This is an optimization exercise on Yosys and OpenROAD, whose aim is small area, not a production implementation. The RTL was checked by simulation tests, not by an equivalence proof against the original design. Power and IR drop assume default switching activity.

## flow/design.v (module list and top-level ports; edited modules follow where they fit)
// module BombSquad: 3776 lines
module BombSquad(user_cred, submit_button, rotate_button, verify_button, clk, rst, timer_sevseg1, timer_sevseg2, timer_sevseg3, puzzle_sevseg1, puzzle_sevseg2, puzzle_sevseg3, puzzle_sevseg4, lcd_on, lcd_en, lcd_flag, led_g, led_r);
  // ...
==> flow/flow/run.sh <==
#!/bin/bash
# Layout flow: the standard flow (standard synthesis, floorplan, power
# grid, placement, CTS, routing) with two changes:
#  - the port buffers that global placement puts on every input and output
#    are the smallest buffer, sky130_fd_sc_hd__buf_1, instead of the cell
#    buffer_ports picks by default;
#  - clock tree synthesis runs with ORFS's usual arguments plus
#    -dont_use_dummy_load, so it adds no dummy load cells to the clock nets.
set -euo pipefail
export BUFFER_PORTS_ARGS="-buffer_cell sky130_fd_sc_hd__buf_1"
export CTS_ARGS="-sink_clustering_enable -repair_clock_nets -dont_use_dummy_load -buf_list sky130_fd_sc_hd__clkbuf_8"
bash standard.sh finish > standard_flow.log 2>&1
==> flow/standard.sh <==
#!/bin/bash
# synth_recipe.tcl (not shown) runs the flow's synth.tcl, then flattens the netlist and writes it again
# the make line also repeats each setting of config.mk as NAME=value (left out here)
make -C /OpenROAD-flow-scripts/flow DESIGN_CONFIG=/design/flow/config.mk WORK_HOME=/design/flow/orfs CLKGATE_MAP_FILE= SYNTH_SCRIPT=/design/flow/synth_recipe.tcl "${@:-finish}"
==> flow/config.mk <==
export PLATFORM = sky130hd
export DESIGN_NAME = BombSquad
export DESIGN_NICKNAME = BombSquad
export VERILOG_FILES = /design/flow/design.v
export SDC_FILE = /design/flow/constraint.sdc
export NUM_CORES = 4
export LEC_CHECK = 0
export ABC_AREA = 1
export CAP_MARGIN = 20
export CORE_MARGIN = 2
export CORE_UTILIZATION = 60
export CTS_BUF_LIST = sky130_fd_sc_hd__clkbuf_8
export SLEW_MARGIN = 20
==> flow/constraint.sdc <==
create_clock -name core_clock -period 10.0 [get_ports {clk}]
set_input_delay 2.0000 -clock core_clock [delete_from_list [all_inputs] [get_ports {clk}]]
set_output_delay 2.0000 -clock core_clock [all_outputs]
set_load 0.01 [all_outputs]
==> reports/metrics.yaml, run 1 <==
synth_area_leader_cell: "dfxtp_1"
die-area_um2: 17200
r2r_setup_slack_ns: 6.94
status: "finished clean"
synth-seq-cells: 158
endpoint_kind: "output port"
synth_commonest_cells: "230 x nand2_1, 196 x inv_1, 161 x nor2_1"
synth-main-ff-cell: "dfxtp_1"
layout_common_cells: "230 x nand2_1, 196 x inv_1, 161 x nor2_1, 158 x dfxtp_1, 133 x o21ai_0"
crit_path_max_fanout: 24
inverters: 215
period_needed_ns: 5.60
seq_area_um2: 3160
postRouteAntennaNets: 0
path_depth: 10
signal_buffers: 93
yosys_warnings: 1
critical_path_class: "reg -> out"
fillers: 1470
cellLeakagePower_nw: 4.35
seq_area_frac: 0.311
crit_buf_inv: 3
clock_area_frac: 0.0230
fin_crit_sh: 0.560
powerComb_mw: 1.01
grt_max_degree: 38
worst_setup_path_endpoint: "lcd_flag[1]"
reg2reg_from: "CountdownTimer.gs_2_"
synth_area_per_cell_um2: 6.83
cts.sinks: 158
grtUsageMet2: 0.515
clkbuf_count: 17
slowest_stage: "dfxtp_1"
path_cells: "inv_1 -> ha_1 -> inv_1 -> nor3_1 -> nor3_1 -> nand3_1 -> o211ai_1 -> nand4_1 -> nand2_1 -> buf_1"
power-top-group: "combinational cells"
drc: 0
die_h_um: 131
fin_nets: 1529
rows: 46
synthAdderAreaFrac: 0.0606
async_reset_ff_frac: 0
final_common_cell: "nand2_1"
power_switching_mw: 1.03
highest_layer: "met4"
==> run 2, diff against run 1 <==
==> flow/run.sh (new file) <==
#!/bin/bash
# synth_recipe.tcl (not shown) runs the flow's synth.tcl, then flattens the netlist and writes it again
# the make line also repeats each setting of config.mk as NAME=value (left out here)
make -C /OpenROAD-flow-scripts/flow DESIGN_CONFIG=/design/flow/config.mk WORK_HOME=/design/flow/orfs CLKGATE_MAP_FILE= SYNTH_SCRIPT=/design/flow/synth_recipe.tcl finish
removed: flow/flow/run.sh
removed: flow/standard.sh
==> run 2 against run 1 <==
Against the previous run:
- still clean
- worst setup slack lost 0.089 ns
- maximum frequency is 1.6% lower
- die area unchanged
- clock-buffer cell count unchanged
- critical path depth is 5 higher
- largest cell class unchanged
==> reports/metrics.yaml, run 2 <==
slowest_delay_ns: 0.61  # was 0.94 ns
synth_area_per_cell_um2: 6.83  # unchanged
yosys_warnings: 1  # unchanged
period_needed_ns: 5.69  # was 5.60 ns
routed_via_density: 5.90  # was 5.84
cts_tree: "yes"  # unchanged
cp-start-kind: "register"  # unchanged
maxCapViolations: 0  # unchanged
synth_area_leaders: "dfxtp_1 33%, nand2_1 8.9%, inv_1 7.6%"  # unchanged
fin_nets: 1533  # was 1529
synth_cell_types: 59  # unchanged
vias: 10000  # was 9834
synth_area_leader_cell: "dfxtp_1"  # unchanged
synth_commonest_cells: "230 x nand2_1, 196 x inv_1, 161 x nor2_1"  # unchanged
instances_no_fill: 1702  # was 1683
grt_use_total: 0.332  # was 0.311
die-area_um2: 17200  # unchanged
fillers: 1292  # was 1470
ys_seq_area_frac: 0.326  # unchanged
cellLeakagePower_nw: 4.68  # was 4.35 nW
gp_congestion: 1.07  # was 1.02
grt_pass1_wl_um: 47100  # was 44300 um
drtPass1Iterations: 6  # was 8
path_cells: "inv_2 -> nand2_1 -> inv_1 -> nand2_1 -> nand2_1 -> inv_1 -> o2111ai_1 -> nand3_1 -> nand3_1 -> nand2_1 -> nand3_1 -> nand2_1 -> nand3_1 -> nand2_1 -> clkdlybuf4s50_1"  # was inv_1 -> ha_1 -> inv_1 -> nor3_1 -> nor3_1 -> nand3_1 -> o211ai_1 -> nand4_1 -> nand2_1 -> buf_1
power_switching_mw: 1.16  # was 1.03 mW
synth_most_common_cell: "nand2_1"  # unchanged
synth_top_area_frac: 0.326  # unchanged
synth-edff-count: 0  # unchanged
start_util: 0.613  # unchanged
ctsResizeCount: 0  # unchanged
postRouteAntennaNets: 0  # unchanged
placed_cells: 1670  # was 1666
core_area_um2: 15800  # unchanged
place_hpwl_um: 21300  # was 20300 um
area_growth_pct: 13.0  # was 4.99%
critPathRequiredTime_ns: 8.00  # about the same
crit_top_cell: "nand2_1"
clockPowerShare: 0.197  # was 0.156
fin_setup_tns_ns: 0  # unchanged
p_total_mw: 2.48  # was 2.24 mW
ir_drop_mv: 0.198  # was 0.174 mV
cts_buffer_depth: 2  # unchanged
wire_per_inst_um: 17.0  # was 16.1 um
tightest_slew_ns: 0.859  # was 0.941 ns
netlist_area_um2: 9700  # unchanged
synth-seq-cells: 158  # unchanged
fp.dieW_um: 131  # unchanged
clock_latency_ns: 0.48  # was 0.46 ns
layout-drive-gt1-share: 0.0754  # was 0.0641
crit_path_max_fanout: 11  # was 24
die_h_um: 131  # unchanged
fmax_mhz: 176  # was 179 MHz
setup_slack_ns: 4.31  # was 4.40 ns
crit_arrival_ns: 3.69  # was 3.60 ns
multi_input_area_um2: 5350  # unchanged
htree_levels: 4  # unchanged
holdBufCountCts: 0  # unchanged
hold_viol: 0  # unchanged
antenna_found_initial: 0  # unchanged
whs_ns: 0.354  # was 0.356 ns
maxSlewViolCount: 0  # unchanged
cts_setup_buffers: 0  # unchanged
p_int_mw: 1.32  # was 1.21 mW
layout_common_cells: "230 x nand2_1, 196 x inv_1, 161 x nor2_1, 158 x dfxtp_1, 133 x o21ai_0"  # unchanged
status: "finished clean"  # unchanged
final_common_cell: "nand2_1"  # unchanged
p_seq_frac: 0.353  # was 0.395
synth-main-ff-cell: "dfxtp_1"  # unchanged
netlist_instances: 1419  # unchanged
swShare: 0.466  # was 0.462
grt-ovfl-total: 0  # unchanged
pre_cts_ws_ns: 4.89  # was 5.01 ns
powerDensity_nw_per_um2: 226  # was 220 nW/um2
worst_setup_hold_path_clk_slew_ns: 0.09  # was 0.08 ns
rows: 46  # unchanged
routed_wl_um: 29000  # was 27000 um
seq_area_um2: 3160  # unchanged
max_slew_margin: 0.425  # was 0.372
hold_class: "reg -> reg"  # unchanged
cts.sinks: 158  # unchanged
setup_viol: 0  # unchanged
ioPinCount: 100  # unchanged
rsz0062_at_grt: "false"  # unchanged
endpoint_kind: "output port"  # unchanged
pwr-share-comb: 0.450  # was 0.449
fin_crit_sh: 0.569  # was 0.560
grt_pass1_vias: 9559  # was 9061
slowest_stage: "dfxtp_1"  # unchanged
critical_path_class: "reg -> out"  # unchanged
diodes: 0  # unchanged
grt_max_degree: 38  # unchanged
port-buffer-count: 92  # unchanged
drtIter0Drc: 1066  # was 1134
cts-buffers-inserted: 17  # unchanged
cts-root-buf: "clkbuf_8"  # unchanged
clock_skew_ns: 0.0155  # was 0.0241 ns
drc: 0  # unchanged
async_reset_ff_frac: 0  # unchanged
r2r_setup_slack_ns: 7.03  # was 6.94 ns
run 2: stage by stage:
step           instance area, um2   util
2_1_floorplan                9720      -
3_3_place_gp                10600  0.667
3_5_place_dp                10600  0.667
4_1_cts                     11000  0.692
5_1_grt                     11000  0.692
6_report                    11000  0.692
run 2: final timing paths:
check / end / cells after the start / start
hold reg to reg: SubmitButton.was_down / 0 / SubmitButton.down
setup / recovery: lcd_flag[3] / 15 / LCDController1.cap_1_
setup reg to reg: LEDDriver1.counter_19_ / 21 / CountdownTimer.gs_2_
hold / removal: SubmitButton.was_down / 0 / SubmitButton.down
run 2: logic make-up after synthesis:
logic type | after synthesis | synth area share
AO/OA/AOI/OAI | 365 | 0.224
other | 2 | 0.000774
AND/OR/NAND/NOR | 560 | 0.259
flip-flops | 158 | 0.326
adder cells (fa/ha/maj) | 47 | 0.0606
buffers and inverters | 282 | 0.124
XOR/XNOR | 5 | 0.00452
run 2: critical path: cells and delay by family (launching register included):
kind | cells | cell delay, ns
AOI/OAI and AO/OA | 1 | 0.12
buffers and inverters | 4 | 1.09
DFF | 1 | 0.61
and+or+nand+nor | 10 | 1.40
run 2: layer usage:
layer,share of wire,GRT usage,routed length [um],vias up
met5,0,0,0,-
met4,0.050,0.165,1450,0
li1,-,-,-,4830
met1,0.40,0.394,11600,4560
met3,0.076,0.0613,2210,136
met2,0.48,0.576,13800,519
run 2: final cells by class:
| class | instances | share of cell area |
|---|---|---|
| multi-input combinational | 984 | 0.488 |
| timing repair buffer | 97 | 0.0875 |
| tap | 216 | 0.0247 |
| clock buffer | 17 | 0.0213 |
| clock inverter | 15 | 0.0158 |
| sequential | 158 | 0.289 |
| inverter | 215 | 0.0739 |
run 2: power by group through the flow:
stage | Clock [mW] | Sequential (mW) | Combinational [mW]
2_1_floorplan | 0 | 0.817 | 0.800
3_3_place_gp | 0 | 0.881 | 1.08
3_5_place_dp | 0 | 0.886 | 1.07
4_1_cts | 0.488 | 0.873 | 1.09
5_1_grt | 0.517 | 0.894 | 1.22
6_report | 0.488 | 0.875 | 1.12

## port drivers added, routing unchanged
In the flow no input, the clock included, has a driving cell. The finished layouts below were timed again as built, in two steps. Step 1, drivers: a clkbuf_16 drives clk and a buf_2 each remaining input, both assumed. Step 2 adds t to the input delays and takes it off the output delays; t is the mean of the earliest and latest rising clock arrival at the registers after step 1. Input paths then give back, and output paths get back, about the clock's delay inside the block. Slacks: no drivers / after step 1 / after step 2; pairs: no drivers / after step 1.
| run | shift t [ns] | slack for setup (ns) | worst setup path after step 2 | worst register clock-pin slew, ns |
|---|---|---|---|---|
| run 1 | 0.486 | 4.401 / 4.361 / 4.847 | register to output | 0.08 / 0.08 |
| run 2 | 0.511 | 4.312 / 4.271 / 4.782 | register to output | 0.11 / 0.11 |
After both steps setup and hold are still met in every run listed.
